Background: an optimization exercise with open tools, aiming at small area and a short achievable clock period. Do not read the settings as production practice.
The RTL was checked by simulation tests, not by an equivalence proof against the original design.
No activity file was given, so power comes from the tool's default toggle rates.

Design FIR, start of the top module:
module FIR(Dout,
           Din,
           clk,
           reset);
For scale: roughly 390 cells after synthesis, about 72 flip-flops, roughly 28 I/O pins, ~5100 um^2 of cells after synthesis.
make LEC_CHECK=0 CAP_MARGIN=20 CORE_MARGIN=2 CORE_UTILIZATION=40 CTS_BUF_LIST=sky130_fd_sc_hd__clkbuf_8 CTS_CLUSTER_DIAMETER=100 CTS_CLUSTER_SIZE=30 SETUP_SLACK_MARGIN=5 SLEW_MARGIN=20 SYNTH_HIERARCHICAL=1 SYNTH_MINIMUM_KEEP_SIZE=0 finish   # period 12.0 ns
run.sh (not shown) runs the stock make flow with config.mk's settings and CLKGATE_MAP_FILE= SYNTH_SCRIPT=/design/flow/synth_recipe.tcl, a recipe that flattens the netlist after the stock synthesis.
The baseline ran to the end with no violations.
Next try:
==> flow/flow/run.sh (new file) <==
#!/bin/bash
# Own layout flow: the standard ORFS flow (standard.sh's make command and
# synthesis, unchanged), with these changes after synthesis:
#  - timing repair aims at a setup slack margin of $MARGIN ns,
#  - port buffers are buf_2 cells (ORFS's default pick is a delay cell),
#  - clock tree: clkbuf_8 buffers, larger sink clusters, no dummy loads.
# ORFS writes each tool's log under orfs/logs/; make's output goes to
# make_*.log in this folder.
set -euo pipefail
MARGIN=5
MAKELINE=$(grep '^make ' standard.sh | sed 's/"\${@:-finish}"//')
run_make() { eval "$MAKELINE"' "$@"'; }
run_make synth > make_synth.log 2>&1
run_make "SETUP_SLACK_MARGIN=$MARGIN" \
  "BUFFER_PORTS_ARGS=-buffer_cell sky130_fd_sc_hd__buf_2" \
  "CTS_ARGS=-sink_clustering_enable -repair_clock_nets -dont_use_dummy_load -buf_list sky130_fd_sc_hd__clkbuf_8 -sink_clustering_size 30 -sink_clustering_max_diameter 100" \
  finish > make_finish.log 2>&1
# everything is built: this only writes out/final.def from the final layout
bash standard.sh finish > make_def.log 2>&1
==> flow/standard.sh (new file) <==
#!/bin/bash
# synth_recipe.tcl (not shown) runs the flow's synth.tcl, then flattens the netlist and writes it again
# the make line also repeats each setting of config.mk as NAME=value (left out here)
make -C /OpenROAD-flow-scripts/flow DESIGN_CONFIG=/design/flow/config.mk WORK_HOME=/design/flow/orfs CLKGATE_MAP_FILE= SYNTH_SCRIPT=/design/flow/synth_recipe.tcl "${@:-finish}"
CORE_UTILIZATION = 60   (was 40)
CTS_BUF_LIST = unset   (was sky130_fd_sc_hd__clkbuf_8)
CTS_CLUSTER_DIAMETER = unset   (was 100)
CTS_CLUSTER_SIZE = unset   (was 30)
PLACE_DENSITY = 0.7   (was unset)
removed: flow/run.sh
=> The new run produced a clean layout; clock-buffer cell count does not change; worst hold slack hardly moves; final cell count falls by 12%; worst setup slack improves by 0.061 ns; sequential share of layout area went up by 0.63 points.
Next try:
--- a/flow/flow/run.sh
+++ b/flow/flow/run.sh
@@ -16 +16 @@
-  "CTS_ARGS=-sink_clustering_enable -repair_clock_nets -dont_use_dummy_load -buf_list sky130_fd_sc_hd__clkbuf_8 -sink_clustering_size 30 -sink_clustering_max_diameter 100" \
+  "CTS_ARGS=-sink_clustering_enable -repair_clock_nets -dont_use_dummy_load -buf_list sky130_fd_sc_hd__clkbuf_16 -sink_clustering_size 40 -sink_clustering_max_diameter 300 -distance_between_buffers 200" \
CORE_UTILIZATION = 40   (was 60)
PLACE_DENSITY = unset   (was 0.7)
Result: Synthesized cell count is unchanged. Die area rises by 48%. Via count falls by 2.8%. Total power rises by 4.5%. Area after synthesis does not change. Cell area rises by 2.6%.
Next try:
--- a/flow/flow/run.sh
+++ b/flow/flow/run.sh
@@ -16 +16 @@
-  "CTS_ARGS=-sink_clustering_enable -repair_clock_nets -dont_use_dummy_load -buf_list sky130_fd_sc_hd__clkbuf_16 -sink_clustering_size 40 -sink_clustering_max_diameter 300 -distance_between_buffers 200" \
+  "CTS_ARGS=-sink_clustering_enable -repair_clock_nets -dont_use_dummy_load -buf_list sky130_fd_sc_hd__clkbuf_8 -sink_clustering_size 30 -sink_clustering_max_diameter 100" \
Register-to-register slack gains 0.06 ns. Worst hold slack stays flat. Fmax is about the same. Clock power shrinks by 34%.

[afterwards: timing with drivers on the ports]
In the flow no input, the clock included, has a driving cell. The finished layouts below were timed again as built, in two steps. Step 1, drivers: a clkbuf_16 drives clk and a buf_2 each remaining input, both assumed. Step 2 also shifts input and output timing later by t, the mid clock arrival at the registers, as if the neighbouring blocks saw the same clock. Slacks: ideal / step 1 / step 2; pairs: ideal / step 1.
run	t, ns	setup WS [ns]	slew at the worst register clock pin (ns)
the first run	0.377	5.011 / 4.986 / 4.760	0.08 / 0.08
the second run	0.361	5.071 / 5.033 / 4.764	0.08 / 0.08
the third run	0.360	5.010 / 4.976 / 4.634	0.06 / 0.06
the fourth run	0.378	5.022 / 4.997 / 4.625	0.08 / 0.08
After both steps every run listed still meets setup and hold. The setup slack of the fourth run, which loses most, moves by -0.025 ns with the drivers and by -0.397 ns with both steps.
